Source: an optimization exercise on an open RTL-to-GDS flow (aim: small area, a short achievable clock period and few clock cycles). Production flows keep margins and buffers that such runs may drop. Where RTL was checked, it was by simulation tests only, not by an equivalence proof against the original. No functional check of the RTL was part of runs 1 and 6. The clock input has no modelled driver; a real chip could not lean on it and would need a root buffer or a full tree. Power figures rest on the tool's default switching activity, not on a simulated workload.

==> flow/design.v, too long to show whole: its modules and the start of the top module <==
// module cl_inv: 1 lines
// module cl_nand2: 1 lines
// module cl_nor2: 1 lines
// module cl_xor2: 1 lines
// module cl_xnor2: 1 lines
// module cl_aoi21: 1 lines
// module cl_oai21: 1 lines
// module cl_mux2: 1 lines
// module rv_add32c: 347 lines
// module rv_add11: 96 lines
// module rf_aoi3: 6 lines
// module rf_aoi2: 6 lines
// module rf_bit: 25 lines
// module regfile: 59 lines
// module rv_top: 227 lines
module rv_top (
    input               clk_i,
    input               rst_ni,
    output logic [31:0] addr_o,
    input        [31:0] instr_i,
    input        [31:0] data_i,
    output logic        data_we_o,
    output logic [31:0] data_o,
    output logic [31:0] data_addr_o
);
  // ...
==> flow/flow/run.sh <==
#!/bin/bash
# Layout flow: the standard flow (standard.sh: ORFS synthesis through
# final layout, unchanged constraints), with these settings changed:
#  - repair_timing is asked for a larger setup margin, so it keeps improving
#    paths beyond the 12 ns clock (the SDC and the clock are unchanged);
#  - clock tree synthesis clusters up to 25 flip-flops per leaf buffer and
#    inserts no dummy loads, which makes a smaller tree;
#  - flow/cts_hook.tcl removes the tree's root buffer, so the clock port
#    drives the four first-level buffers directly.
# Each tool's output goes to the ORFS logs under orfs/logs/; the make output
# goes to standard.log in this folder.
set -e
bash standard.sh \
  SETUP_SLACK_MARGIN=8.7 \
  "CTS_ARGS=-sink_clustering_enable -repair_clock_nets -dont_use_dummy_load -buf_list sky130_fd_sc_hd__clkbuf_16 -sink_clustering_size 25 -sink_clustering_max_diameter 100" \
  PRE_CTS_TCL=$PWD/flow/cts_hook.tcl \
  finish > standard.log 2>&1
==> flow/flow/cts_hook.tcl <==
rename clock_tree_synthesis orig_clock_tree_synthesis
proc clock_tree_synthesis { args } {
  orig_clock_tree_synthesis {*}$args
  set block [ord::get_db_block]
  set port [$block findBTerm clk_i]
  if { $port == "NULL" } { puts "cts_hook: no clk_i port"; return }
  set pnet [$port getNet]
  set pins [$pnet getITerms]
  if { [llength $pins] != 1 } {
    puts "cts_hook: clk_i drives [llength $pins] pins, tree left as built"
    return
  }
  set root [[lindex $pins 0] getInst]
  set onet ""
  foreach it [$root getITerms] {
    if { [$it isOutputSignal] } { set onet [$it getNet] }
  }
  if { $onet == "" || $onet == "NULL" } { puts "cts_hook: root has no output net"; return }
  set loads {}
  foreach it [$onet getITerms] {
    if { [$it getInst] != $root } { lappend loads $it }
  }
  if { [llength $loads] > 4 || [llength $loads] == 0 || [llength [$onet getBTerms]] > 0 } {
    puts "cts_hook: root [$root getName] drives [llength $loads] pins, tree left as built"
    return
  }
  foreach it $loads {
    puts "cts_hook: [[$it getInst] getName] now driven by clk_i"
    $it disconnect
    $it connect $pnet
  }
  puts "cts_hook: removed root buffer [$root getName] ([[$root getMaster] getName])"
  odb::dbInst_destroy $root
  odb::dbNet_destroy $onet
}
==> flow/standard.sh <==
#!/bin/bash
# synth_recipe.tcl (not shown) runs the flow's synth.tcl, then flattens the netlist and writes it again
# the make line also repeats each setting of config.mk as NAME=value (left out here)
make -C /OpenROAD-flow-scripts/flow DESIGN_CONFIG=/design/flow/config.mk WORK_HOME=/design/flow/orfs CLKGATE_MAP_FILE= SYNTH_SCRIPT=/design/flow/synth_recipe.tcl "${@:-finish}"
==> flow/config.mk <==
export PLATFORM = sky130hd
export DESIGN_NAME = rv_top
export DESIGN_NICKNAME = rv_top
export VERILOG_FILES = /design/flow/design.v
export SDC_FILE = /design/flow/constraint.sdc
export NUM_CORES = 8
export LEC_CHECK = 0
export CAP_MARGIN = 20
export CORE_MARGIN = 2
export CORE_UTILIZATION = 40
export SETUP_SLACK_MARGIN = 0.5
export SLEW_MARGIN = 20
export SYNTH_HIERARCHICAL = 1
export SYNTH_MINIMUM_KEEP_SIZE = 0
==> flow/constraint.sdc <==
create_clock -name core_clock -period 12.0 [get_ports {clk_i}]
set_input_delay 2.4000 -clock core_clock [delete_from_list [all_inputs] [get_ports {clk_i}]]
set_output_delay 2.4000 -clock core_clock [all_outputs]
set_load 0.01 [all_outputs]
==> impl_metrics.csv, run 1 <==
group,metric,value,unit
worst_setup_path,r2r_slack,7.60,ns
routing,vias,42582,
worst_setup_path,path_class,"reg2reg",
routing,dr_wl_met2,95700,um
hold_path,hold_start,"ld_e",
hold_path,hold_depth,0,
clocking,cts_sinks,1297,
synthesis,synth_top_family_by_area,"compound AO/OA/AOI/OAI gates",
pwr,comb_power,1.35,mW
layout,multi_input_area,18400,um^2
layout,sh_seq_area,0.589,
routing,wire_per_inst,40.7,um
layout,area_delta_synth_final,12.9,%
floorplan,dieArea,139000,um^2
layout,largest_class,"registers",
routing,drt-total-wl,236000,um
worst_setup_path,endpoint,"pc_f[8]",
pwr,p_comb_frac,0.150,
pwr,leakagePower,20.9,nW
status,outcome,"timing/DRC/antenna clean",
synthesis,synth_edf_count,1014,
global_routing,met1_usage,0.412,
layout,largest_reg_flops,992,
hold_path,min_to,"ld_m",
timing,hold_violations,0,
layout,final_nets,4139,
timing,setup_viol,0,
layout,seq_cells,1297,
routing,first_pass_iters,12,
synthesis,ys_warn_count,9,
layout,multi_input_area_share,0.298,
layout,regMostFlops,"u_regfile.reg_array",
placed_design,placed_cells,5647,
layout,design_area,61500,um^2
layout,layout_common_cells,"edfxtp_1, a222oi_1, dfxtp_1",
pwr,pwr-share-clk,0.247,
pwr,p_int,6.53,mW
hold_path,hold_path_class,"reg2reg",
synthesis,synthAdderAreaFrac,0.0176,
worst_setup_path,critPathMaxStageDelay,0.39,ns
==> module rv_top, before the edit <==
module rv_top (
    input               clk_i,
    input               rst_ni,
    output logic [31:0] addr_o,
    input        [31:0] instr_i,
    input        [31:0] data_i,
    output logic        data_we_o,
    output logic [31:0] data_o,
    output logic [31:0] data_addr_o
);
    logic [11:1] pc_f;           
    logic        v_d;            
    logic [31:0] ir_d;           
    logic [11:1] pc_d;           
    logic        byp_a_d;        
    logic        byp_b_d;        
    logic        imm_d;          
    logic        v_e;
    logic        wr_e, ld_e, st_e, br_e;
    logic        add_e, sub_e, and_e, or_e, lui_e;
    logic        fa_e, fb_e;     
    logic [ 4:0] rd_e;
    logic [31:0] a_e, b_e;       
    logic [11:0] simm_e;         
    logic [11:1] tgt_e;
    logic        wr_m, ld_m, st_m;
    logic [ 4:0] rd_m;
    logic [31:0] res_m, s_m;
    logic [31:0] addr_m;         
    logic        stall_d;        
    logic        redir_d;        
    logic        redir_e;        
    assign addr_o = {20'b0, pc_f, 1'b0};
    logic        jmp_f;
    logic [11:1] tgt_f;
    assign jmp_f = instr_i[6] & (instr_i[19:15] == instr_i[24:20]);
    rv_add11 u_tgt_f (
        .a_i ( pc_f ),
        .b_i ( {instr_i[7], instr_i[30:25], instr_i[11:8]} ),
        .s_o ( tgt_f )
    );
    logic        btb_v;
    logic [11:1] btb_pc, btb_tgt;
    logic [11:1] seq_f;
    logic        hit_f;
    logic        jmp_d;
    logic [11:1] tgt_d;
    assign seq_f = pc_f + 11'd2;
    assign hit_f = btb_v & (seq_f == btb_pc);
    always_ff @(posedge clk_i) begin
        if (!rst_ni) begin
            btb_v <= 1'b0;
        end else if (v_d && jmp_d) begin
            btb_v <= 1'b1;
        end
    end
    always_ff @(posedge clk_i) begin
        if (v_d && jmp_d) begin
            btb_pc  <= pc_d;
            btb_tgt <= tgt_d;
        end
    end
    logic [11:1] early_f, mid_f;
    logic        late_f;
    always_comb begin
        if (!rst_ni)       early_f = '0;
        else if (redir_e)  early_f = tgt_e;
        else if (stall_d)  early_f = pc_d;
        else if (hit_f)    early_f = btb_tgt;
        else               early_f = seq_f;
    end
    assign late_f = rst_ni & ~redir_e & ~stall_d;
    logic        take_f;
    logic [11:1] next_f;
    assign take_f = late_f & ~redir_d & jmp_f;
    for (genvar i = 1; i < 12; i++) begin : g_next_f
        cl_mux2 u_mid (.a(early_f[i]), .b(tgt_d[i]), .s(redir_d), .y(mid_f[i]));
        cl_mux2 u_mux (.a(mid_f[i]), .b(tgt_f[i]), .s(take_f), .y(next_f[i]));
    end
    always_ff @(posedge clk_i) begin
        pc_f <= next_f;
    end
    always_ff @(posedge clk_i) begin
        if (!rst_ni) begin
            v_d <= 1'b0;
        end else begin
            v_d <= ~redir_e & ~stall_d & ~redir_d;
        end
    end
    logic       byp_a_f, byp_b_f, imm_f;
    logic [3:0] lo_a_d, lo_b_d;
    logic [7:0] hi_a_d, hi_b_d;
    assign byp_a_f = v_e & wr_e & (rd_e == instr_i[19:15]);
    assign byp_b_f = v_e & wr_e & (rd_e == instr_i[24:20]);
    assign imm_f   = ~instr_i[5] | instr_i[2];            
    always_ff @(posedge clk_i) begin
        ir_d    <= instr_i;
        pc_d    <= pc_f;
        byp_a_d <= byp_a_f;
        byp_b_d <= byp_b_f;
        imm_d   <= imm_f;
        for (int i = 0; i < 4; i++) begin
            lo_a_d[i] <= (instr_i[16:15] == 2'(i));
            lo_b_d[i] <= (instr_i[21:20] == 2'(i));
        end
        for (int i = 0; i < 8; i++) begin
            hi_a_d[i] <= (instr_i[19:17] == 3'(i)) & ~byp_a_f;
            hi_b_d[i] <= (instr_i[24:22] == 3'(i)) & ~byp_b_f & ~imm_f;
        end
    end
    logic [6:0] op_d;
    logic [4:0] rs1_d, rs2_d, rd_d;
    logic [2:0] f3_d;
    assign op_d  = ir_d[6:0];
    assign rd_d  = ir_d[11:7];
    assign f3_d  = ir_d[14:12];
    assign rs1_d = ir_d[19:15];
    assign rs2_d = ir_d[24:20];
    logic is_br_d, is_lui_d, is_alu_d, is_r_d, is_ld_d, is_st_d;
    assign is_br_d  = op_d[6];
    assign is_lui_d = op_d[2];
    assign is_alu_d = op_d[4];                        
    assign is_r_d   = op_d[5] & op_d[4] & ~op_d[2];
    assign is_ld_d  = ~op_d[6] & ~op_d[5] & ~op_d[4];
    assign is_st_d  = ~op_d[6] &  op_d[5] & ~op_d[4];
    logic wr_d, use1_d, use2_d;
    assign wr_d   = (is_alu_d | is_ld_d) & (rd_d != 5'd0);
    assign use1_d = ~is_lui_d;
    assign use2_d = op_d[5] & ~op_d[2];                
    logic [31:0] immb_d;
    assign immb_d = is_lui_d ? {ir_d[31:12], 12'b0} : {{20{ir_d[31]}}, ir_d[31:20]};
    logic [31:0] wb_data;
    logic [31:0] a_d, b_d;
    assign wb_data = ld_m ? data_i : res_m;
    regfile #(.NA(2), .NB(3)) u_regfile (
        .clk_i    ( clk_i                ),
        .lo_a_i   ( lo_a_d               ),
        .hi_a_i   ( hi_a_d               ),
        .xa_en_i  ( {byp_a_d & ld_m, byp_a_d & ~ld_m} ),
        .xa_i     ( {data_i, res_m}      ),
        .rd_a_o   ( a_d                  ),
        .lo_b_i   ( lo_b_d               ),
        .hi_b_i   ( hi_b_d               ),
        .xb_en_i  ( {byp_b_d & ~imm_d & ld_m, byp_b_d & ~imm_d & ~ld_m, imm_d} ),
        .xb_i     ( {data_i, res_m, immb_d} ),
        .rd_b_o   ( b_d                  ),
        .wa_i     ( rd_m                 ),
        .wd_i     ( wb_data              ),
        .we_i     ( wr_m                 )
    );
    assign jmp_d = is_br_d & (rs1_d == rs2_d);
    assign tgt_d = pc_d + {ir_d[7], ir_d[30:25], ir_d[11:8]};
    logic hit1_e, hit2_e;
    assign hit1_e  = v_e & wr_e & (rd_e == rs1_d);
    assign hit2_e  = v_e & wr_e & (rd_e == rs2_d);
    assign stall_d = v_d & ~jmp_d & ld_e & ((use1_d & hit1_e) | (use2_d & hit2_e));
    logic early_d, sumz_e;
    assign early_d = v_d & is_br_d & ~jmp_d & add_e & ~ld_e &
                     (((rs2_d == 5'd0) & hit1_e) | ((rs1_d == 5'd0) & hit2_e));
    assign redir_d = early_d & sumz_e;
    logic b30_d, zero3_d;
    assign b30_d   = ir_d[30];
    assign zero3_d = (f3_d == 3'b000);
    always_ff @(posedge clk_i) begin
        if (!rst_ni) begin
            v_e <= 1'b0;
        end else begin
            v_e <= v_d & ~stall_d & ~redir_e;
        end
    end
    always_ff @(posedge clk_i) begin
        wr_e   <= wr_d;
        ld_e   <= is_ld_d;
        st_e   <= is_st_d;
        br_e   <= is_br_d & ~jmp_d & ~early_d;
        lui_e  <= is_lui_d;
        add_e  <= is_ld_d | is_st_d | (is_alu_d & ~is_lui_d & zero3_d);
        sub_e  <= is_r_d & zero3_d & b30_d;
        and_e  <= is_alu_d & ~is_lui_d & (f3_d == 3'b111) & ~b30_d;
        or_e   <= is_alu_d & ~is_lui_d & (f3_d == 3'b110) & ~b30_d;
        fa_e   <= hit1_e;
        fb_e   <= hit2_e & use2_d;
        rd_e   <= rd_d;
        a_e    <= a_d;
        b_e    <= b_d;
        simm_e <= {ir_d[31:25], ir_d[11:7]};
        tgt_e  <= tgt_d;
    end
    logic [31:0] a_x, b_x, o_x, sum_e, res_e;
    assign a_x = fa_e ? res_m : a_e;
    assign b_x = fb_e ? res_m : b_e;
    assign o_x = st_e ? {{20{simm_e[11]}}, simm_e} : b_x ^ {32{sub_e}};
    rv_add32c u_add (
        .a_i   ( a_x   ),
        .b_i   ( o_x   ),
        .cin_i ( sub_e ),
        .s_o   ( sum_e )
    );
    always_comb begin
        res_e = 32'b0;
        if (add_e)      res_e = sum_e;
        else if (and_e) res_e = a_x & b_x;
        else if (or_e)  res_e = a_x | b_x;
        else if (lui_e) res_e = b_e;
    end
    assign redir_e = v_e & br_e & (a_x == b_x);
    assign sumz_e  = (sum_e == 32'b0);
    always_ff @(posedge clk_i) begin
        if (!rst_ni) begin
            wr_m <= 1'b0;
            st_m <= 1'b0;
        end else begin
            wr_m <= v_e & wr_e;
            st_m <= v_e & st_e;
        end
    end
    always_ff @(posedge clk_i) begin
        ld_m  <= ld_e;
        rd_m  <= rd_e;
        res_m  <= res_e;
        addr_m <= sum_e;
        s_m    <= b_x;
    end
    assign data_we_o   = st_m;
    assign data_addr_o = addr_m;
    assign data_o      = s_m;
endmodule
==> run 2, diff against run 1 <==
--- a/flow/design.v
+++ b/flow/design.v
@@ -19,2 +19,5 @@
 module cl_mux2  (input a, b, s, output y);           assign y = s ? b : a;             endmodule
+module cl_nand3 (input a, b, c, output y);           assign y = ~(a & b & c);          endmodule
+module cl_nor3  (input a, b, c, output y);           assign y = ~(a | b | c);          endmodule
+module cl_dff   (input clk, d, output logic q);      always_ff @(posedge clk) q <= d;  endmodule
 module rv_add32c (
@@ -462,2 +465,73 @@
 endmodule
+module rv_neq32 (
+    input  [31:0] a_i,
+    input  [31:0] b_i,
+    output neq_o
+);
+    wire w1, w2, w3, w4, w5, w6, w7, w8, w9, w10, w11, w12, w13, w14, w15, w16, w17, w18, w19, w20, w21, w22, w23, w24, w25, w26, w27, w28, w29, w30, w31, w32, w33, w34, w35, w36, w37, w38, w39, w40, w41, w42, w43, w44, w45, w46, w47, w48, w49, w50, w51, w52, w53, w54, w55, w56, w57, w58, w59, w60, w61, w62, w63;
+    cl_xnor2 u1 (.a(a_i[0]), .b(b_i[0]), .y(w1));
+    cl_xnor2 u2 (.a(a_i[1]), .b(b_i[1]), .y(w2));
+    cl_xnor2 u3 (.a(a_i[2]), .b(b_i[2]), .y(w3));
+    cl_xnor2 u4 (.a(a_i[3]), .b(b_i[3]), .y(w4));
+    cl_xnor2 u5 (.a(a_i[4]), .b(b_i[4]), .y(w5));
+    cl_xnor2 u6 (.a(a_i[5]), .b(b_i[5]), .y(w6));
+    cl_xnor2 u7 (.a(a_i[6]), .b(b_i[6]), .y(w7));
+    cl_xnor2 u8 (.a(a_i[7]), .b(b_i[7]), .y(w8));
+    cl_xnor2 u9 (.a(a_i[8]), .b(b_i[8]), .y(w9));
+    cl_xnor2 u10 (.a(a_i[9]), .b(b_i[9]), .y(w10));
+    cl_xnor2 u11 (.a(a_i[10]), .b(b_i[10]), .y(w11));
+    cl_xnor2 u12 (.a(a_i[11]), .b(b_i[11]), .y(w12));
+    cl_xnor2 u13 (.a(a_i[12]), .b(b_i[12]), .y(w13));
+    cl_xnor2 u14 (.a(a_i[13]), .b(b_i[13]), .y(w14));
+    cl_xnor2 u15 (.a(a_i[14]), .b(b_i[14]), .y(w15));
+    cl_xnor2 u16 (.a(a_i[15]), .b(b_i[15]), .y(w16));
+    cl_xnor2 u17 (.a(a_i[16]), .b(b_i[16]), .y(w17));
+    cl_xnor2 u18 (.a(a_i[17]), .b(b_i[17]), .y(w18));
+    cl_xnor2 u19 (.a(a_i[18]), .b(b_i[18]), .y(w19));
+    cl_xnor2 u20 (.a(a_i[19]), .b(b_i[19]), .y(w20));
+    cl_xnor2 u21 (.a(a_i[20]), .b(b_i[20]), .y(w21));
+    cl_xnor2 u22 (.a(a_i[21]), .b(b_i[21]), .y(w22));
+    cl_xnor2 u23 (.a(a_i[22]), .b(b_i[22]), .y(w23));
+    cl_xnor2 u24 (.a(a_i[23]), .b(b_i[23]), .y(w24));
+    cl_xnor2 u25 (.a(a_i[24]), .b(b_i[24]), .y(w25));
+    cl_xnor2 u26 (.a(a_i[25]), .b(b_i[25]), .y(w26));
+    cl_xnor2 u27 (.a(a_i[26]), .b(b_i[26]), .y(w27));
+    cl_xnor2 u28 (.a(a_i[27]), .b(b_i[27]), .y(w28));
+    cl_xnor2 u29 (.a(a_i[28]), .b(b_i[28]), .y(w29));
+    cl_xnor2 u30 (.a(a_i[29]), .b(b_i[29]), .y(w30));
+    cl_xnor2 u31 (.a(a_i[30]), .b(b_i[30]), .y(w31));
+    cl_xnor2 u32 (.a(a_i[31]), .b(b_i[31]), .y(w32));
+    cl_nand2 u33 (.a(w1), .b(w2), .y(w33));
+    cl_nand2 u34 (.a(w3), .b(w4), .y(w34));
+    cl_nand2 u35 (.a(w5), .b(w6), .y(w35));
+    cl_nand2 u36 (.a(w7), .b(w8), .y(w36));
+    cl_nand2 u37 (.a(w9), .b(w10), .y(w37));
+    cl_nand2 u38 (.a(w11), .b(w12), .y(w38));
+    cl_nand2 u39 (.a(w13), .b(w14), .y(w39));
+    cl_nand2 u40 (.a(w15), .b(w16), .y(w40));
+    cl_nand2 u41 (.a(w17), .b(w18), .y(w41));
+    cl_nand2 u42 (.a(w19), .b(w20), .y(w42));
+    cl_nand2 u43 (.a(w21), .b(w22), .y(w43));
+    cl_nand2 u44 (.a(w23), .b(w24), .y(w44));
+    cl_nand2 u45 (.a(w25), .b(w26), .y(w45));
+    cl_nand2 u46 (.a(w27), .b(w28), .y(w46));
+    cl_nand2 u47 (.a(w29), .b(w30), .y(w47));
+    cl_nand2 u48 (.a(w31), .b(w32), .y(w48));
+    cl_nor2 u49 (.a(w33), .b(w34), .y(w49));
+    cl_nor2 u50 (.a(w35), .b(w36), .y(w50));
+    cl_nor2 u51 (.a(w37), .b(w38), .y(w51));
+    cl_nor2 u52 (.a(w39), .b(w40), .y(w52));
+    cl_nor2 u53 (.a(w41), .b(w42), .y(w53));
+    cl_nor2 u54 (.a(w43), .b(w44), .y(w54));
+    cl_nor2 u55 (.a(w45), .b(w46), .y(w55));
+    cl_nor2 u56 (.a(w47), .b(w48), .y(w56));
+    cl_nand2 u57 (.a(w49), .b(w50), .y(w57));
+    cl_nand2 u58 (.a(w51), .b(w52), .y(w58));
+    cl_nand2 u59 (.a(w53), .b(w54), .y(w59));
+    cl_nand2 u60 (.a(w55), .b(w56), .y(w60));
+    cl_nor2 u61 (.a(w57), .b(w58), .y(w61));
+    cl_nor2 u62 (.a(w59), .b(w60), .y(w62));
+    cl_nand2 u63 (.a(w61), .b(w62), .y(w63));
+    assign neq_o = w63;
+endmodule
 module rf_aoi3 (
@@ -578,3 +652,3 @@
     logic        add_e, sub_e, and_e, or_e, lui_e;
-    logic        fa_e, fb_e;     
+    logic [3:0]  fa_e, fb_e;     
     logic [ 4:0] rd_e;
@@ -588,8 +662,5 @@
     logic        stall_d;        
-    logic        redir_d;        
     logic        redir_e;        
     assign addr_o = {20'b0, pc_f, 1'b0};
-    logic        jmp_f;
     logic [11:1] tgt_f;
-    assign jmp_f = instr_i[6] & (instr_i[19:15] == instr_i[24:20]);
     rv_add11 u_tgt_f (
@@ -620,18 +691,26 @@
     end
-    logic [11:1] early_f, mid_f;
-    logic        late_f;
+    logic [11:1] e2_f, e1_f, e0_f, next_f;
     always_comb begin
-        if (!rst_ni)       early_f = '0;
-        else if (redir_e)  early_f = tgt_e;
-        else if (stall_d)  early_f = pc_d;
-        else if (hit_f)    early_f = btb_tgt;
-        else               early_f = seq_f;
-    end
-    assign late_f = rst_ni & ~redir_e & ~stall_d;
-    logic        take_f;
-    logic [11:1] next_f;
-    assign take_f = late_f & ~redir_d & jmp_f;
+        if (stall_d)      e2_f = pc_d;
+        else if (hit_f)   e2_f = btb_tgt;
+        else              e2_f = seq_f;
+    end
+    for (genvar i = 1; i < 12; i++) begin : g_red_f
+        cl_mux2 u_mux (.a(e2_f[i]), .b(tgt_e[i]), .s(redir_e), .y(e1_f[i]));
+    end
+    assign e0_f = e1_f & {11{rst_ni}};
+    logic [4:0] x_f;
+    logic       n0_f, n1_f, nlate_f;
+    logic [2:0] take_f;
+    for (genvar k = 0; k < 5; k++) begin : g_x_f
+        cl_xnor2 u_x (.a(instr_i[15+k]), .b(instr_i[20+k]), .y(x_f[k]));
+    end
+    cl_nand3 u_n0_f (.a(x_f[0]), .b(x_f[1]), .c(x_f[2]),    .y(n0_f));
+    cl_nand3 u_n1_f (.a(x_f[3]), .b(x_f[4]), .c(instr_i[6]), .y(n1_f));
+    assign nlate_f = ~rst_ni | redir_e | stall_d;
+    for (genvar j = 0; j < 3; j++) begin : g_take_f
+        cl_nor3 u_take (.a(n0_f), .b(n1_f), .c(nlate_f), .y(take_f[j]));
+    end
     for (genvar i = 1; i < 12; i++) begin : g_next_f
-        cl_mux2 u_mid (.a(early_f[i]), .b(tgt_d[i]), .s(redir_d), .y(mid_f[i]));
-        cl_mux2 u_mux (.a(mid_f[i]), .b(tgt_f[i]), .s(take_f), .y(next_f[i]));
+        cl_mux2 u_mux (.a(e0_f[i]), .b(tgt_f[i]), .s(take_f[(i-1)/4]), .y(next_f[i]));
     end
@@ -644,3 +723,3 @@
         end else begin
-            v_d <= ~redir_e & ~stall_d & ~redir_d;
+            v_d <= ~redir_e & ~stall_d;
         end
@@ -714,6 +793,2 @@
     assign stall_d = v_d & ~jmp_d & ld_e & ((use1_d & hit1_e) | (use2_d & hit2_e));
-    logic early_d, sumz_e;
-    assign early_d = v_d & is_br_d & ~jmp_d & add_e & ~ld_e &
-                     (((rs2_d == 5'd0) & hit1_e) | ((rs1_d == 5'd0) & hit2_e));
-    assign redir_d = early_d & sumz_e;
     logic b30_d, zero3_d;
@@ -732,3 +807,3 @@
         st_e   <= is_st_d;
-        br_e   <= is_br_d & ~jmp_d & ~early_d;
+        br_e   <= is_br_d & ~jmp_d;
         lui_e  <= is_lui_d;
@@ -738,4 +813,2 @@
         or_e   <= is_alu_d & ~is_lui_d & (f3_d == 3'b110) & ~b30_d;
-        fa_e   <= hit1_e;
-        fb_e   <= hit2_e & use2_d;
         rd_e   <= rd_d;
@@ -746,5 +819,11 @@
     end
+    for (genvar j = 0; j < 4; j++) begin : g_fwd
+        cl_dff u_fa (.clk(clk_i), .d(hit1_e),          .q(fa_e[j]));
+        cl_dff u_fb (.clk(clk_i), .d(hit2_e & use2_d), .q(fb_e[j]));
+    end
     logic [31:0] a_x, b_x, o_x, sum_e, res_e;
-    assign a_x = fa_e ? res_m : a_e;
-    assign b_x = fb_e ? res_m : b_e;
+    for (genvar i = 0; i < 32; i++) begin : g_opnd
+        assign a_x[i] = fa_e[i/8] ? res_m[i] : a_e[i];
+        assign b_x[i] = fb_e[i/8] ? res_m[i] : b_e[i];
+    end
     assign o_x = st_e ? {{20{simm_e[11]}}, simm_e} : b_x ^ {32{sub_e}};
@@ -763,4 +842,5 @@
     end
-    assign redir_e = v_e & br_e & (a_x == b_x);
-    assign sumz_e  = (sum_e == 32'b0);
+    logic neq_e;
+    rv_neq32 u_neq (.a_i(a_x), .b_i(b_x), .neq_o(neq_e));
+    assign redir_e = v_e & br_e & ~neq_e;
     always_ff @(posedge clk_i) begin
--- a/flow/config.mk
+++ b/flow/config.mk
@@ -9,3 +9,3 @@
 export CORE_MARGIN = 2
-export CORE_UTILIZATION = 40
+export CORE_UTILIZATION = 30
 export SETUP_SLACK_MARGIN = 0.5
==> run 2 against run 1 <==
Final cell count rose by 8.6%. Clock skew rose by 0.030 ns. Fmax rose by 30%. Highest routed layer unchanged.
==> impl_metrics.csv, run 2 <==
group,metric,value,unit
status,outcome,"timing/DRC/antenna clean",
timing,timing.final.crit_share,0.283,
timing,maxSlewHeadroom,0.245,
worst_setup_path,arrival,0.99,ns
synthesis,async_flop_share,0,
timing,fmax,295,MHz
floorplan,dieWidth,428,um
synthesis,synth_cell_type_count,69,
timing,finalSetupTns,0,ns
timing,setup_viol,0,
routing,avgViaCountPerCell,6.76,
clocking,cts_sinks,1303,
global_routing,grt_antenna_before_repair,19,
routing,drtAntennaViolNets,0,
worst_setup_path,crit_required,9.60,ns
synthesis,syn_inst,3668,
layout,final_nets,3997,
synthesis,yosys-top-cells-area,"edfxtp_1, a222oi_1, dfxtp_1",
layout,final_common_cell,"edfxtp_1",
synthesis,yosys-top-cells-count,"edfxtp_1, a222oi_1, dfxtp_1",
worst_setup_path,critical_path.slowest_cell,"dfxtp_2",
pwr,ir_worst_vdd,0.119,mV
timing,finalWorstSetupSlack,8.61,ns
placed_design,dp_slack,7.16,ns
floorplan,dieArea,183000,um^2
placed_design,dp_hpwl,129000,um
global_routing,grt_pass1_wl,318000,um
routing,drt-total-wl,241000,um
global_routing,grt.overflow.total,0,
floorplan,start_util,0.302,
timing,finalMaxSlewViolations,0,
floorplan,rows,155,
layout,regMostFlops,"u_regfile.reg_array",
layout,drive_gt1_frac,0.185,
worst_setup_path,cp_top_family,"flip-flops",
worst_setup_path,start_kind,"flop",
clocking,ctsHoldBuffers,0,
synthesis,syn_area,53900,um^2
clocking,path_clk_slew,0.11,ns
timing,timing.final.crit_period,3.39,ns
routing,first_pass_iters,15,
layout,largest_reg_flops,992,
floorplan,boundaryPins,163,
synthesis,yosysTopAreaCell,"edfxtp_1",
worst_setup_path,critPathMaxFanout,1,
synthesis,synth.avg_cell_area,14.7,um^2
synthesis,yosys_register_bits,1303,
synthesis,ys.flop_type,"edfxtp_1",
layout,area_delta_synth_final,14.1,%
layout,multi_input_area,17600,um^2
pwr,leakagePower,20.5,nW
timing,tightest_slew,1.13,ns
routing,wire_per_inst,38.3,um
worst_setup_path,path_class,"reg2out",
routing,drtIter0Drc,13242,
synthesis,ys_seq_area_frac,0.672,
worst_setup_path,crit_path_end_kind,"output pin",
global_routing,gr-usage-all-layers,0.247,
pwr,p_per_area,145,nW/um^2
synthesis,post-synth-top-count-cell,"edfxtp_1",
floorplan,die_y,428,um
timing,grt_setup_unrepaired,"true",
hold_path,hold_path_class,"reg2reg",
synthesis,ys_warn_count,10,
global_routing,first_global_vias,39515,
layout,fin_util,0.345,
global_routing,grt_max_degree,65,
synthesis,synth_top_area_frac,0.565,
layout,register_area,36400,um^2
synthesis,synth_edf_count,1014,
job,drv_cap,0,
timing,hold_violations,0,
routing,drc,0,
timing,finClkSkew,0.0945,ns
placed_design,routabilityCongestion,0.903,
worst_setup_path,cp_num_buf_inv,1,
layout,fillers,17102,
placed_design,io_buffers,138,
layout,layout_common_cells,"edfxtp_1, a222oi_1, dfxtp_1",
worst_setup_path,critPathMaxStageDelay,0.38,ns
clocking,clk_latency,0.55,ns
floorplan,core-area,178000,um^2
routing,vias,42531,
worst_setup_path,path_cells,"buf_6",
run 2: worst paths after layout:
check               endpoint  startpoint  slack, ns  depth (start not counted)
setup / recovery  data_o[11]     s_m[11]       8.61                          1
hold / removal          ld_m        ld_e       0.35                          0
setup reg to reg    pc_f[11]     pc_f[3]       8.68                         13
hold reg to reg         ld_m        ld_e       0.35                          0
run 2: logic make-up (layout without fill, tap and decap cells):
family / count (synthesis) / count (layout) / synth area share
mux: 127 / 127 / 0.0266
fa+ha+maj: 12 / 12 / 0.00292
flops: 1303 / 1303 / 0.672
xor+xnor: 202 / 202 / 0.0331
other cells: 1 / 38 / 0.0000696
compound gates: 1029 / 1029 / 0.173
buf+inv: 250 / 479 / 0.0220
simple gates: 744 / 744 / 0.0706
run 2: final cells by class:
class,instances,share of cell area
Inverter,126,0.00769
Antenna cell,17,0.000692
Clock buffer,58,0.0236
Timing Repair Buffer,295,0.0417
Sequential cell,1303,0.592
Tap cell,2355,0.0479
Multi-Input combinational cell,2135,0.286
run 2: per-stage QoR:
stage / hold WS (ns) / std cells / power [mW] / area (um^2)
6_report: 0.354 / 6289 / 8.89 / 61500
5_1_grt: 0.366 / 6277 / 9.10 / 61500
4_1_cts: 0.352 / 6253 / 8.79 / 60900
3_5_place_dp: 0.342 / 6167 / 6.62 / 58900
3_3_place_gp: 0.336 / 6167 / 6.60 / 58900
2_1_floorplan: 0.329 / 3688 / 6.11 / 54100
run 2: timing repair:
item,in CTS,in global routing
endpoints found under the setup margin,705,132
buffers inserted,28,19
pin swaps,54,61
gates resized for setup,664,125
run 2: where the power goes:
group | internal, mW | switching (mW)
combinational | 0.421 | 0.798
sequential | 5.22 | 0.218
clock | 0.861 | 1.37
run 2: routing by layer:
layer,up-vias,part of all wire,track usage
li1,16247,-,-
met1,20597,0.32,0.286
met2,4499,0.43,0.373
met3,1172,0.17,0.108
met4,16,0.081,0.163
met5,-,0.0014,0.00104
run 2: Yosys stat by module, one instance, submodules excluded, a selection:
module	cells inside	copies in the design	flops+latches
cl_nor3	1	3	0
cl_inv	1	55	0
cl_nand2	1	86	0
rv_add11	11	1	0
cl_nand3	1	2	0
cl_dff	1	8	1
rv_add32c	32	1	0
rv_top	1091	1	303
cl_nor2	1	81	0
cl_aoi21	1	38	0
rf_aoi3	1	704	0
cl_mux2	1	22	0
cl_xor2	1	69	0
cl_oai21	1	57	0
Testbench counts of run 2, summed over its fixed seeds: cycles 62,844.
==> run 3, diff against run 2 <==
--- a/flow/config.mk
+++ b/flow/config.mk
@@ -9,3 +9,3 @@
 export CORE_MARGIN = 2
-export CORE_UTILIZATION = 30
+export CORE_UTILIZATION = 40
 export SETUP_SLACK_MARGIN = 0.5
==> run 3 against run 2 <==
Critical path type is now in2reg. Fmax shrank 0.55%. Worst hold slack gained 0.0043 ns. Final cell count shrank 9.5%. Core utilization grew 11 points. Largest power group unchanged. Area after synthesis is the same.
==> impl_metrics.csv, run 3 <==
group,metric,value,unit
hold_path,hold_path_class,"reg2reg",
status,outcome,"timing/DRC/antenna clean",
worst_setup_path,rr_startpoint,"pc_f[2]",
global_routing,grt_antenna_before_repair,8,
placed_design,io_buffers,138,
floorplan,die_y,371,um
worst_setup_path,crit_path_end_kind,"flop",
placed_design,routabilityCongestion,0.920,
layout,final_common_cell,"edfxtp_1",
routing,vias,42669,
synthesis,async_flop_share,0,
global_routing,gr-usage-all-layers,0.325,
timing,maxSlewHeadroom,0.301,
clocking,clk_latency,0.55,ns
synthesis,syn_area,53900,um^2
hold_path,min_to,"ld_m",
floorplan,core-area,134000,um^2
clocking,path_clk_slew,0.11,ns
synthesis,synth_cell_type_count,69,
clocking,cts_sinks,1303,
synthesis,synth_edf_count,1014,
layout,layout_common_cells,"edfxtp_1, a222oi_1, dfxtp_1",
global_routing,grt.overflow.total,0,
worst_setup_path,rr_worst_depth,13,
worst_setup_path,r2r-end,"pc_f[11]",
timing,finClkSkew,0.0951,ns
synthesis,ys_warn_count,10,
worst_setup_path,critPathMaxFanout,3,
routing,avgViaCountPerCell,7.50,
synthesis,yosys-top-cells-area,"edfxtp_1, a222oi_1, dfxtp_1",
routing,drt-total-wl,234000,um
timing,hold_violations,0,
global_routing,grt_max_degree,65,
layout,multi_input_area,17600,um^2
worst_setup_path,path_class,"in2reg",
routing,wire_per_inst,41.2,um
routing,drc,0,
floorplan,rows,134,
synthesis,yosys-top-cells-count,"edfxtp_1, a222oi_1, dfxtp_1",
hold_path,hold_depth,0,
worst_setup_path,arrival,3.72,ns
timing,tightest_slew,1.05,ns
layout,drive_gt1_frac,0.182,
synthesis,ys_seq_area_frac,0.672,
placed_design,placed_cells,5576,
placed_design,dp_hpwl,129000,um
synthesis,synth_top_area_frac,0.565,
layout,register_area,36400,um^2
routing,first_pass_iters,15,
pwr,p_per_area,145,nW/um^2
worst_setup_path,crit_required,12.31,ns
routing,drtAntennaViolNets,0,
synthesis,ys.flop_type,"edfxtp_1",
global_routing,grt_pass1_wl,309000,um
timing,grt_setup_unrepaired,"true",
synthesis,yosysTopAreaCell,"edfxtp_1",
floorplan,dieWidth,371,um
timing,finalSetupTns,0,ns
layout,area_delta_synth_final,12.5,%
floorplan,dieArea,138000,um^2
synthesis,yosys_register_bits,1303,
layout,final_nets,3994,
hold_path,hold_start,"ld_e",
pwr,ir_worst_vdd,0.127,mV
clocking,ctsHoldBuffers,0,
pwr,leakagePower,20.5,nW
timing,timing.final.crit_share,0.284,
job,drv_cap,0,
global_routing,first_global_vias,38858,
layout,fillers,11702,
worst_setup_path,start_kind,"input port",
layout,finalNonFillerCells,5691,
layout,regMostFlops,"u_regfile.reg_array",
timing,setup_viol,0,
floorplan,boundaryPins,163,
synthesis,post-synth-top-count-cell,"edfxtp_1",
timing,timing.final.crit_period,3.41,ns
layout,largest_reg_flops,992,
routing,drtIter0Drc,13613,
floorplan,start_util,0.403,
synthesis,synth.avg_cell_area,14.7,um^2
synthesis,syn_inst,3668,
worst_setup_path,r2r_slack,8.73,ns
timing,fmax,293,MHz
timing,finalMaxSlewViolations,0,
run 3: cell count changes in the layout (fill, tap and decap cells not counted), sizes merged:
cell           before  now
dlygate4sd2        16   24
clkbuf             70   62
buf               248  247
diode              17    9
clkdlybuf4s15       7    5
dlymetal6s2s        4    3
a221o               2    3
run 3: worst max-delay path, cell delays in order:
cell	delay, ns
clkdlybuf4s15_2	0.28
a222oi_1	0.44
nand4_1	0.16
a2111o_1	0.44
run 3: timing repair:
action,CTS,global route
hold endpoints to repair,0,0
pin swaps,57,51
buffers inserted,29,19
setup endpoints to repair,704,129
resized for setup,613,135
gates cloned,0,1
run 3: logic make-up (layout without fill, tap and decap cells):
logic type                 Yosys count  after routing  share of synthesized area
adders and majority gates           12             12                    0.00292
xor gates and xnor gates           202            202                     0.0331
AOI/OAI and AO/OA                 1029           1030                      0.173
and+or+nand+nor                    744            744                     0.0706
other                                1             30                  0.0000696
buffers and inverters              250            475                     0.0220
muxes                              127            127                     0.0266
DFF                               1303           1303                      0.672
run 3: Yosys stat by module (local to each module, per instance), excerpt:
module	copies in the design	area, um^2	flip-flops and latches	cells
rv_top	1	11400	303	1091
rv_add32c	1	240	0	32
rv_add11	1	82.6	0	11
cl_mux2	22	15.0	0	1
rf_aoi3	704	10.0	0	1
cl_nor3	3	10.0	0	1
cl_xor2	69	8.76	0	1
cl_xnor2	53	8.76	0	1
cl_nand3	2	5.00	0	1
cl_nand2	86	3.75	0	1
cl_inv	55	3.75	0	1
run 3: final cells by class:
class / instances / area share
well taps: 1768 / 0.0365
flip-flops and latches: 1303 / 0.600
multi-input cells: 2136 / 0.291
repair buffers: 292 / 0.0411
inverters: 126 / 0.00780
clock buffers: 57 / 0.0235
diodes: 9 / 0.000371
run 3: worst max path at each step:
stage                     slack [ns]              to  startpoint  depth (start not counted)
after floorplan                 8.39        pc_f[10]  instr_i[9]                          8
after global placement          7.50         pc_f[1]      rst_ni                          5
after detailed placement        7.48         pc_f[3]      rst_ni                          5
after CTS                       8.61       addr_o[2]     pc_f[2]                          1
after global routing            8.62  data_addr_o[0]   addr_m[0]                          1
final                           8.59         b_e[14]  data_i[14]                          4
run 3: report_power, final:
| part | internal [mW] | switching, mW | total (mW) |
|---|---|---|---|
| registers | 5.21 | 0.211 | 5.42 |
| clock network | 0.847 | 1.35 | 2.20 |
| logic | 0.408 | 0.778 | 1.19 |
| total | 6.47 | 2.34 | 8.81 |
run 3: metrics by stage:
step | hold slack [ns] | power (mW) | utilization | area [um^2] | setup slack [ns]
floorplan | 0.329 | 6.11 | - | 54100 | 8.39
global placement | 0.352 | 6.57 | 0.435 | 58100 | 7.50
detailed placement | 0.344 | 6.58 | 0.435 | 58100 | 7.48
CTS | 0.360 | 8.69 | 0.449 | 60000 | 8.61
global route | 0.373 | 9.01 | 0.454 | 60600 | 8.62
finish | 0.358 | 8.81 | 0.454 | 60600 | 8.59
run 3: layer usage:
metal	track usage	vias to the layer above	share of wire
met1	0.413	20831	0.34
li1	-	16255	-
met3	0.165	896	0.19
met5	0.0140	-	0.0023
met4	0.152	22	0.062
met2	0.455	4665	0.40
==> run 4, diff against run 3 <==
--- a/flow/flow/run.sh
+++ b/flow/flow/run.sh
@@ -8,3 +8,5 @@
 #  - flow/cts_hook.tcl removes the tree's root buffer, so the clock port
-#    drives the four first-level buffers directly.
+#    drives the four first-level buffers directly;
+#  - the input and output ports are buffered with buf_4 cells (the standard flow's flow
+#    picks a delay cell for them).
 # Each tool's output goes to the ORFS logs under orfs/logs/; the make output
@@ -16,2 +18,3 @@
   PRE_CTS_TCL=$PWD/flow/cts_hook.tcl \
+  "BUFFER_PORTS_ARGS=-buffer_cell sky130_fd_sc_hd__buf_4" \
   finish > standard.log 2>&1
==> run 4 against run 3 <==
Still clean on timing, DRC and antenna. Via count down 0.99%. First-iteration DRC count down 5.3%. Sequential share of layout area up 0.17 points. Final cell count down 0.19%. Sequential power about the same. Die area unchanged. Clock power about the same. Global-route usage up 0.18 points. Flip-flop and latch count unchanged. Synthesized cell count unchanged. Register-to-register slack better by 0.04 ns. Critical path type is now reg2out. Largest cell class unchanged. Largest power group unchanged. Highest routed layer unchanged.
==> impl_metrics.csv, run 4 <==
group,metric,value,unit
clocking,ctsHoldBuffers,0,
pwr,p_per_area,146,nW/um^2
timing,tightest_slew,1.06,ns
layout,fin_util,0.453,
synthesis,post-synth-top-count-cell,"edfxtp_1",
layout,drive_gt1_frac,0.188,
routing,first_pass_iters,20,
worst_setup_path,critPathMaxFanout,5,
timing,setup_viol,0,
global_routing,gr-usage-all-layers,0.326,
timing,maxSlewHeadroom,0.293,
layout,final_common_cell,"edfxtp_1",
synthesis,synth_cell_type_count,69,
timing,finalWorstSetupSlack,8.60,ns
status,outcome,"timing/DRC/antenna clean",
layout,regMostFlops,"u_regfile.reg_array",
timing,finalMaxSlewViolations,0,
routing,drtIter0Drc,12890,
synthesis,ys.flop_type,"edfxtp_1",
placed_design,routabilityCongestion,0.941,
placed_design,io_buffers,138,
layout,finalNonFillerCells,5680,
hold_path,hold_start,"ir_d[11]",
layout,fillers,11814,
synthesis,yosys_register_bits,1303,
synthesis,yosys-top-cells-count,"edfxtp_1, a222oi_1, dfxtp_1",
synthesis,ys_seq_area_frac,0.672,
timing,finalSetupTns,0,ns
worst_setup_path,start_kind,"flop",
worst_setup_path,rr_startpoint,"pc_f[3]",
clocking,cts_sinks,1303,
clocking,path_clk_slew,0.10,ns
floorplan,start_util,0.403,
placed_design,dp_slack,7.73,ns
synthesis,syn_inst,3668,
worst_setup_path,critPathMaxStageDelay,0.41,ns
timing,timing.final.crit_period,3.40,ns
synthesis,synth.area.mux_share,0.0266,
synthesis,yosysTopAreaCell,"edfxtp_1",
synthesis,async_flop_share,0,
timing,grt_setup_unrepaired,"true",
floorplan,core-area,134000,um^2
worst_setup_path,crit_required,9.60,ns
placed_design,placed_cells,5576,
routing,avgViaCountPerCell,7.44,
floorplan,dieWidth,371,um
global_routing,grt_pass1_wl,310000,um
routing,wire_per_inst,41.3,um
timing,fmax,294,MHz
pwr,ir_worst_vdd,0.119,mV
synthesis,synthAdderAreaFrac,0.00292,
layout,layout_common_cells,"edfxtp_1, a222oi_1, buf_4",
worst_setup_path,crit_path_start,"pc_f[3]",
floorplan,rows,134,
routing,vias,42247,
job,drv_cap,0,
floorplan,die_y,371,um
synthesis,yosys.area_share.simple,0.0706,
routing,drtAntennaViolNets,0,
synthesis,synth.avg_cell_area,14.7,um^2
synthesis,yosys-top-cells-area,"edfxtp_1, a222oi_1, dfxtp_1",
synthesis,synth_top_family_by_area,"compound AO/OA/AOI/OAI gates",
worst_setup_path,path_class,"reg2out",
pwr,leakagePower,20.4,nW
global_routing,grt.overflow.total,0,
hold_path,hold_path_class,"reg2reg",
synthesis,synth_xor_area_frac,0.0331,
layout,final_nets,3977,
worst_setup_path,crit_path_end_kind,"output pin",
clocking,clk_latency,0.52,ns
synthesis,syn_area,53900,um^2
global_routing,grt_antenna_before_repair,14,
timing,timing.final.crit_share,0.284,
global_routing,grt_max_degree,65,
synthesis,synth_edf_count,1014,
routing,drt-total-wl,235000,um
synthesis,synth_compound_area_frac,0.173,
synthesis,ys_warn_count,10,
global_routing,first_global_vias,39244,
layout,area_delta_synth_final,12.2,%
routing,drc,0,
placed_design,dp_hpwl,132000,um
timing,finClkSkew,0.0656,ns
worst_setup_path,arrival,1.00,ns
worst_setup_path,cp_num_buf_inv,1,
floorplan,boundaryPins,163,
synthesis,synth_top_area_frac,0.565,
worst_setup_path,critical_path.slowest_cell,"dfxtp_4",
layout,largest_reg_flops,992,
worst_setup_path,path_cells,"buf_6",
floorplan,dieArea,138000,um^2
worst_setup_path,cp_top_family,"flip-flops",
timing,hold_violations,0,
[run 4: what timing repair did]
| action | in CTS | in global routing |
|---|---|---|
| gates resized for setup | 200 | 118 |
| gates cloned | 0 | 1 |
| hold endpoints to repair | 0 | 0 |
| buffers inserted | 21 | 10 |
| pin swaps | 8 | 25 |
| setup endpoints to repair | 130 | 125 |
[run 4: metal layers]
metal  global-route usage  wire [um]  part of all wire
met1                0.401      79100              0.34
met2                0.463      96000              0.41
met3                0.165      43100              0.18
met4                0.180      16400             0.070
met5              0.00210        153           0.00065
[run 4: worst paths after layout]
check,to,slack (ns),cells after the start
max,addr_o[3],8.60,1
min reg2reg,simm_e[4],0.38,0
max reg2reg,pc_f[1],8.77,12
min,simm_e[4],0.38,0
[run 4: power breakdown]
| group | internal (mW) | total [mW] | switching, mW |
|---|---|---|---|
| registers | 5.22 | 5.43 | 0.218 |
| clock network | 0.848 | 2.20 | 1.35 |
| logic | 0.432 | 1.20 | 0.770 |
| total | 6.50 | 8.84 | 2.34 |
[run 4: cell families after synthesis]
group,Yosys count
adders and majority gates,12
buffers and inverters,250
DFF,1303
and+or+nand+nor,744
AOI/OAI and AO/OA,1029
xor gates and xnor gates,202
muxes,127
other,1
[run 4: per-module statistics from Yosys, one instance, submodules excluded, a selection]
module / times used / cell area (um^2) / flip-flops and latches
rv_add32c: 1 / 240 / 0
rv_top: 1 / 11400 / 303
cl_nand3: 2 / 5.00 / 0
cl_oai21: 57 / 5.00 / 0
cl_nor2: 81 / 3.75 / 0
cl_nand2: 86 / 3.75 / 0
cl_dff: 8 / 20.0 / 1
cl_inv: 55 / 3.75 / 0
cl_nor3: 3 / 10.0 / 0
cl_xnor2: 53 / 8.76 / 0
cl_xor2: 69 / 8.76 / 0
rf_aoi3: 704 / 10.0 / 0
cl_aoi21: 38 / 8.76 / 0
rv_add11: 1 / 82.6 / 0
[run 4: final cells by class]
class                   count  area (um^2)  area share
flip-flops and latches   1303        36400       0.602
inverters                 126          473     0.00782
clock buffers              57         1430      0.0236
repair buffers            275         2410      0.0399
well taps                1768         2210      0.0366
multi-input cells        2136        17500       0.290
diodes                     15         37.5    0.000620
[run 4: metrics by stage]
stage                     power, mW  hold slack (ns)  area [um^2]
final                          8.84            0.382        60500
after global routing           9.05            0.383        60500
after CTS                      8.73            0.373        59900
after detailed placement       6.55            0.354        57800
after global placement         6.54            0.348        57800
after floorplan                6.11            0.329        54100
==> run 5, diff against run 4 <==
--- a/flow/flow/run.sh
+++ b/flow/flow/run.sh
@@ -15,3 +15,3 @@
 bash standard.sh \
-  SETUP_SLACK_MARGIN=8.7 \
+  SETUP_SLACK_MARGIN=8.6 \
   "CTS_ARGS=-sink_clustering_enable -repair_clock_nets -dont_use_dummy_load -buf_list sky130_fd_sc_hd__clkbuf_16 -sink_clustering_size 25 -sink_clustering_max_diameter 100" \
--- a/flow/config.mk
+++ b/flow/config.mk
@@ -9,3 +9,3 @@
 export CORE_MARGIN = 2
-export CORE_UTILIZATION = 40
+export CORE_UTILIZATION = 30
 export SETUP_SLACK_MARGIN = 0.5
==> run 5 against run 4 <==
Synthesized cell count did not move. Largest power group unchanged. Highest routed layer unchanged. Setup slack got worse by 0.078 ns. Clock-buffer cell count rose by 1. Core utilization fell by 11 points. Largest cell class unchanged. Routed wire length rose by 2.2%.
==> impl_metrics.csv, run 5 <==
group,metric,value,unit
synthesis,synth_edf_count,1014,
synthesis,ys_warn_count,10,
placed_design,dp_hpwl,128000,um
floorplan,core-area,178000,um^2
layout,fin_util,0.340,
global_routing,first_global_vias,39420,
worst_setup_path,arrival,1.08,ns
timing,maxSlewHeadroom,0.174,
layout,area_delta_synth_final,12.6,%
worst_setup_path,crit_path_start,"pc_f[3]",
timing,setup_viol,0,
floorplan,rows,155,
global_routing,grt_antenna_before_repair,17,
global_routing,grt.overflow.total,0,
layout,fillers,17177,
global_routing,grt_pass1_wl,317000,um
clocking,cts_sinks,1303,
timing,finClkSkew,0.151,ns
worst_setup_path,rr_startpoint,"simm_e[2]",
global_routing,gr-usage-all-layers,0.247,
pwr,p_per_area,145,nW/um^2
timing,tightest_slew,1.24,ns
worst_setup_path,rr_worst_depth,9,
worst_setup_path,r2r-end,"pc_f[1]",
worst_setup_path,r2r_slack,8.62,ns
placed_design,routabilityCongestion,0.911,
synthesis,async_flop_share,0,
timing,timing.final.crit_share,0.290,
synthesis,synth_cell_type_count,69,
timing,grt_setup_unrepaired,"true",
clocking,path_clk_slew,0.10,ns
routing,drtIter0Drc,13135,
worst_setup_path,endpoint,"addr_o[3]",
job,drv_cap,0,
worst_setup_path,start_kind,"flop",
timing,timing.final.crit_period,3.48,ns
clocking,ctsHoldBuffers,0,
routing,avgViaCountPerCell,6.77,
floorplan,boundaryPins,163,
synthesis,post-synth-top-count-cell,"edfxtp_1",
worst_setup_path,critPathMaxFanout,5,
layout,register_area,36300,um^2
synthesis,synth_top_area_frac,0.565,
routing,vias,42461,
routing,drt-total-wl,240000,um
floorplan,dieArea,183000,um^2
hold_path,hold_path_class,"reg2reg",
synthesis,syn_inst,3668,
synthesis,ys.flop_type,"edfxtp_1",
layout,layout_common_cells,"edfxtp_1, a222oi_1, buf_4",
pwr,ir_worst_vdd,0.139,mV
layout,largest_reg_flops,992,
routing,drc,0,
pwr,leakagePower,20.2,nW
synthesis,yosys-top-cells-count,"edfxtp_1, a222oi_1, dfxtp_1",
routing,drtAntennaViolNets,0,
clocking,clk_latency,0.58,ns
floorplan,die_y,428,um
floorplan,dieWidth,428,um
timing,hold_violations,0,
routing,first_pass_iters,17,
synthesis,yosysTopAreaCell,"edfxtp_1",
floorplan,start_util,0.302,
routing,wire_per_inst,38.3,um
placed_design,io_buffers,138,
timing,finalSetupTns,0,ns
synthesis,ys_seq_area_frac,0.672,
synthesis,yosys-top-cells-area,"edfxtp_1, a222oi_1, dfxtp_1",
worst_setup_path,crit_required,9.60,ns
layout,drive_gt1_frac,0.169,
worst_setup_path,crit_path_end_kind,"output pin",
synthesis,yosys_register_bits,1303,
layout,regMostFlops,"u_regfile.reg_array",
worst_setup_path,path_class,"reg2out",
timing,fmax,287,MHz
layout,final_common_cell,"edfxtp_1",
synthesis,syn_area,53900,um^2
global_routing,grt_max_degree,65,
layout,final_nets,3980,
synthesis,synth.avg_cell_area,14.7,um^2
layout,multi_input_area,17300,um^2
timing,finalMaxSlewViolations,0,
status,outcome,"timing/DRC/antenna clean",
## run 5: worst min-delay path by stage
stage | endpoint | cells past startpoint | from
2_1_floorplan | rd_m[0] | 0 | simm_e[0]
3_5_place_dp | ld_m | 0 | ld_e
4_1_cts | ld_m | 0 | ld_e
3_3_place_gp | ld_m | 0 | ld_e
6_report | ld_m | 0 | ld_e
5_1_grt | ld_m | 0 | ld_e
## run 5: report_power, final
group / internal (mW) / leakage, nW / switching [mW]
logic: 0.380 / 7.85 / 0.774
clock network: 0.862 / 0.715 / 1.37
registers: 5.21 / 11.7 / 0.210
## run 5: area by class of cell
type                            instances  area share
Antenna cell                           16    0.000660
Clock buffer                           58      0.0239
Inverter                              126     0.00779
Multi-Input combinational cell       2135       0.285
Sequential cell                      1303       0.599
Tap cell                             2355      0.0485
Timing Repair Buffer                  278      0.0355
## run 5: logic make-up after synthesis
group	share of synthesized area
compound gates	0.173
flops	0.672
simple gates	0.0706
mux	0.0266
fa+ha+maj	0.00292
other cells	0.0000696
xor+xnor	0.0331
buf+inv	0.0220
## run 5: modules after synthesis (local to each module, per instance), a selection
module     cell area [um^2]  copies in the design
cl_aoi21               8.76                    38
rf_aoi3                10.0                   704
rv_top                11400                     1
cl_inv                 3.75                    55
cl_dff                 20.0                     8
cl_nand3               5.00                     2
cl_xor2                8.76                    69
cl_oai21               5.00                    57
cl_nor2                3.75                    81
cl_nand2               3.75                    86
cl_mux2                15.0                    22
cl_xnor2               8.76                    53
cl_nor3                10.0                     3
rv_add32c               240                     1
rv_add11               82.6                     1
## run 5: per-stage QoR
step / area, um^2 / hold WS, ns / instances / power, mW / setup WS [ns]
5_1_grt: 60700 / 0.391 / 6257 / 9.02 / 8.48
4_1_cts: 60300 / 0.383 / 6247 / 8.72 / 8.58
6_report: 60700 / 0.381 / 6271 / 8.81 / 8.52
3_3_place_gp: 58500 / 0.363 / 6167 / 6.56 / 7.80
2_1_floorplan: 54100 / 0.329 / 3688 / 6.11 / 8.39
3_5_place_dp: 58500 / 0.365 / 6167 / 6.58 / 7.81
## run 5: worst max-delay path, stage by stage, from the launching register on
cell and delay [ns]:
dfxtp_4 0.38, buf_6 0.12, buf_6 0.11
## run 5: repair_timing
item	4_1_cts	5_1_grt
cloned	0	0
buffers inserted	22	6
setup endpoints to repair	63	58
gates resized for setup	69	69
pin swaps	8	6
## run 5: layer usage
layer,up-vias,share of wire,global-route usage,wire [um]
li1,16219,-,-,-
met1,20578,0.33,0.298,80200
met3,1085,0.18,0.119,42200
met2,4559,0.41,0.353,98100
met4,20,0.079,0.155,19000
met5,-,0.0022,0.00807,521
==> run 6, diff against run 5 <==
--- a/flow/design.v
+++ b/flow/design.v
@@ -648,2 +648,3 @@
     logic        byp_b_d;        
+    logic        ldu_d;          
     logic        imm_d;          
@@ -732,2 +733,6 @@
     assign imm_f   = ~instr_i[5] | instr_i[2];            
+    logic ldu_f;
+    assign ldu_f = v_d & is_ld_d & wr_d &
+                   ((~instr_i[2] & (rd_d == instr_i[19:15])) |               
+                    (instr_i[5] & ~instr_i[2] & (rd_d == instr_i[24:20])));   
     always_ff @(posedge clk_i) begin
@@ -738,2 +743,3 @@
         imm_d   <= imm_f;
+        ldu_d   <= ldu_f;
         for (int i = 0; i < 4; i++) begin
@@ -792,3 +798,3 @@
     assign hit2_e  = v_e & wr_e & (rd_e == rs2_d);
-    assign stall_d = v_d & ~jmp_d & ld_e & ((use1_d & hit1_e) | (use2_d & hit2_e));
+    assign stall_d = v_d & ~jmp_d & ldu_d;
     logic b30_d, zero3_d;
--- a/flow/flow/run.sh
+++ b/flow/flow/run.sh
@@ -15,3 +15,3 @@
 bash standard.sh \
-  SETUP_SLACK_MARGIN=8.6 \
+  SETUP_SLACK_MARGIN=8.7 \
   "CTS_ARGS=-sink_clustering_enable -repair_clock_nets -dont_use_dummy_load -buf_list sky130_fd_sc_hd__clkbuf_16 -sink_clustering_size 25 -sink_clustering_max_diameter 100" \
==> run 6 against run 5 <==
First-iteration DRC count increased by 2.4%. Area after synthesis is 0.38% higher. Fmax increased by 2.2%. Via count increased by 0.78%. Total power up 1.2%. Flip-flop and latch count rose by 1. Final area increased by 1.3%. Still clean on timing, DRC and antenna. Largest cell class unchanged. Final cell count is 0.38% higher. Combinational power increased by about 10%.
==> impl_metrics.csv, run 6 <==
group,metric,value,unit
routing,dr_wl_met2,100000,um
job,drv_cap,0,
worst_setup_path,start_kind,"flop",
synthesis,ys.flop_type,"edfxtp_1",
placed_design,dp_hpwl,130000,um
layout,layout_common_cells,"edfxtp_1, a222oi_1, dfxtp_1",
routing,drc,0,
worst_setup_path,path_class,"reg2out",
placed_design,io_buffers,138,
synthesis,post-synth-top-count-cell,"edfxtp_1",
timing,holdWs,0.336,ns
clocking,path_clk_slew,0.10,ns
layout,regMostFlops,"u_regfile.reg_array",
global_routing,gr-usage-all-layers,0.251,
synthesis,synth_edf_count,1014,
synthesis,yosys-top-cells-area,"edfxtp_1, a222oi_1, dfxtp_1",
timing,timing.final.crit_share,0.284,
floorplan,dieArea,184000,um^2
routing,wl_met3,45600,um
worst_setup_path,crit_required,9.60,ns
pwr,p_per_area,145,nW/um^2
pwr,leakagePower,20.5,nW
synthesis,syn_inst,3705,
timing,finalMaxSlewViolations,0,
floorplan,start_util,0.303,
layout,final_common_cell,"edfxtp_1",
worst_setup_path,crit_path_end_kind,"output pin",
synthesis,yosys-top-cells-count,"edfxtp_1, a222oi_1, dfxtp_1",
layout,final_nets,4011,
status,outcome,"timing/DRC/antenna clean",
clocking,clk_latency,0.52,ns
floorplan,die_y,429,um
worst_setup_path,path_cells,"buf_6",
hold_path,hold_path_class,"reg2reg",
worst_setup_path,critPathMaxStageDelay,0.40,ns
routing,drtAntennaViolNets,0,
floorplan,boundaryPins,163,
global_routing,grt.overflow.total,0,
synthesis,synth.avg_cell_area,14.6,um^2
timing,grt_setup_unrepaired,"true",
synthesis,syn_area,54100,um^2
timing,fmax,294,MHz
routing,avgViaCountPerCell,6.80,
clocking,ctsHoldBuffers,0,
routing,drt-total-wl,245000,um
clocking,cts_sinks,1304,
synthesis,yosysTopAreaCell,"edfxtp_1",
synthesis,yosys_register_bits,1304,
routing,maxUsedRoutingLayer,"met5",
global_routing,grt_antenna_before_repair,26,
hold_path,hold_start,"ld_e",
worst_setup_path,arrival,1.01,ns
layout,area_delta_synth_final,13.7,%
floorplan,rows,155,
routing,wire_per_inst,38.9,um
worst_setup_path,critPathMaxFanout,1,
layout,drive_gt1_frac,0.186,
synthesis,synth_cell_type_count,65,
routing,drtIter0Drc,13446,
pwr,ir_worst_vdd,0.134,mV
timing,maxSlewHeadroom,0.193,
timing,tightest_slew,1.21,ns
worst_setup_path,rr_startpoint,"g_fwd[2].u_fa.q",
timing,timing.final.crit_period,3.41,ns
routing,first_pass_iters,17,
timing,setup_viol,0,
layout,largest_reg_flops,992,
worst_setup_path,cp_num_buf_inv,1,
worst_setup_path,crit_path_start,"addr_m[19]",
synthesis,ys_warn_count,10,
placed_design,routabilityCongestion,0.948,
global_routing,grt_pass1_wl,323000,um
global_routing,grt_max_degree,47,
timing,finClkSkew,0.0662,ns
synthesis,async_flop_share,0,
routing,m1WireLength,78700,um
routing,vias,42794,
synthesis,synth_top_area_frac,0.563,
floorplan,core-area,179000,um^2
synthesis,ys_seq_area_frac,0.670,
worst_setup_path,critical_path.slowest_cell,"dfxtp_4",
worst_setup_path,cp_top_family,"flip-flops",
layout,fillers,17194,
timing,hold_violations,0,
timing,finalSetupTns,0,ns
floorplan,dieWidth,429,um
global_routing,first_global_vias,40015,
## run 6: cells by family after synthesis
kind of cell | after synthesis | synth area share
adder cells (fa/ha/maj) | 12 | 0.00291
flip-flops | 1304 | 0.670
multiplexers | 119 | 0.0248
other | 1 | 0.0000693
buffers and inverters | 255 | 0.0226
AND/OR/NAND/NOR | 774 | 0.0728
AO/OA/AOI/OAI | 1027 | 0.172
XOR/XNOR | 213 | 0.0351
## run 6: final timing paths
check / to / slack [ns] / cells past startpoint
worst max-delay path: data_addr_o[19] / 8.59 / 1
worst min-delay path: ld_m / 0.34 / 0
worst max register to register: pc_f[5] / 8.67 / 14
worst min register to register: ld_m / 0.34 / 0
## run 6: repair_timing
| item | in CTS | in global routing |
|---|---|---|
| resized for setup | 200 | 103 |
| gates cloned | 0 | 1 |
| setup endpoints to repair | 130 | 120 |
| setup buffers | 21 | 8 |
| pin swaps | 9 | 13 |
## run 6: Yosys stat by module, one instance, submodules excluded, excerpt
| module | cell area [um^2] | copies in the design | cells inside | flops+latches |
|---|---|---|---|---|
| cl_aoi21 | 8.76 | 38 | 1 | 0 |
| cl_dff | 20.0 | 8 | 1 | 1 |
| cl_inv | 3.75 | 55 | 1 | 0 |
| cl_mux2 | 15.0 | 22 | 1 | 0 |
| cl_nand2 | 3.75 | 86 | 1 | 0 |
| cl_nand3 | 5.00 | 2 | 1 | 0 |
| cl_nor2 | 3.75 | 81 | 1 | 0 |
| cl_nor3 | 10.0 | 3 | 1 | 0 |
| cl_oai21 | 5.00 | 57 | 1 | 0 |
| cl_xnor2 | 8.76 | 53 | 1 | 0 |
| cl_xor2 | 8.76 | 69 | 1 | 0 |
| rf_aoi3 | 10.0 | 704 | 1 | 0 |
| rv_add11 | 82.6 | 1 | 11 | 0 |
| rv_add32c | 240 | 1 | 32 | 0 |
| rv_top | 11600 | 1 | 1128 | 304 |
## run 6: power by group
group | switching [mW] | internal [mW] | leakage [nW]
Clock | 1.36 | 0.875 | 0.727
Combinational | 0.826 | 0.444 | 8.07
Sequential | 0.181 | 5.22 | 11.7
## run 6: through the flow
step                      setup slack, ns  utilization  power [mW]  cells  cell area [um^2]
after floorplan                      8.39            -        6.13   3725             54300
after global placement               7.42        0.328        6.56   6196             58700
after detailed placement             7.68        0.328        6.58   6196             58700
after CTS                            8.59        0.341        8.81   6276             61000
after global routing                 8.58        0.344        9.12   6293             61500
final                                8.59        0.344        8.91   6295             61500
## run 6: layer usage
metal,global-route usage,vias up
li1,-,16270
met1,0.295,20734
met5,0.00677,-
met4,0.163,28
met2,0.362,4693
met3,0.124,1069
## run 6: area by class of cell
cell class	instances	area, um^2	share of cell area
timing repair buffer	276	2490	0.0405
multi-input combinational	2166	17700	0.287
antenna	9	22.5	0.000366
inverter	126	475	0.00773
clock buffer	59	1480	0.0240
sequential	1304	36400	0.592
tap	2355	2950	0.0479

[port drivers added, routing unchanged]
The flow's constraints put no driver on any port. The routed layouts listed below were extracted and timed again, unchanged, in two steps.
Step 1 (the two cells are an assumption about what drives the block):
set clk [get_ports {clk_i}]
set_driving_cell -lib_cell sky130_fd_sc_hd__clkbuf_16 $clk
set_driving_cell -lib_cell sky130_fd_sc_hd__buf_2 [delete_from_list [all_inputs] $clk]
Step 2 times the ports against the registers' clock, not the clock port: input delays grow and output delays shrink by t, the midpoint of the rising clock arrivals with the driver on.
a / b / c = ideal ports / drivers / drivers and shift; a / b = the first two.
| run | shift t [ns] | setup WS [ns] | worst hold slack (ns) | worst setup path at the end | worst slew at a driven data input, ns |
|---|---|---|---|---|---|
| run 1 | 0.645 | 7.602 / 7.602 / 7.360 | 0.372 / 0.372 / 0.372 | input to register | 0.09 |
| run 2 | 0.668 | 8.609 / 8.440 / 8.135 | 0.354 / 0.354 / 0.354 | input to register | 0.19 |
| run 3 | 0.657 | 8.591 / 8.479 / 8.056 | 0.358 / 0.358 / 0.358 | input to register | 0.13 |
| run 4 | 0.656 | 8.597 / 8.431 / 8.163 | 0.382 / 0.382 / 0.382 | input to register | 0.14 |
| run 5 | 0.670 | 8.519 / 8.350 / 7.961 | 0.381 / 0.381 / 0.381 | input to register | 0.21 |
| run 6 | 0.656 | 8.595 / 8.424 / 8.102 | 0.336 / 0.336 / 0.336 | input to register | 0.23 |
After both steps setup and hold are still met in every run listed. For run 5, which loses most, drivers alone change the setup slack by -0.169 ns; drivers and shift together by -0.558 ns.
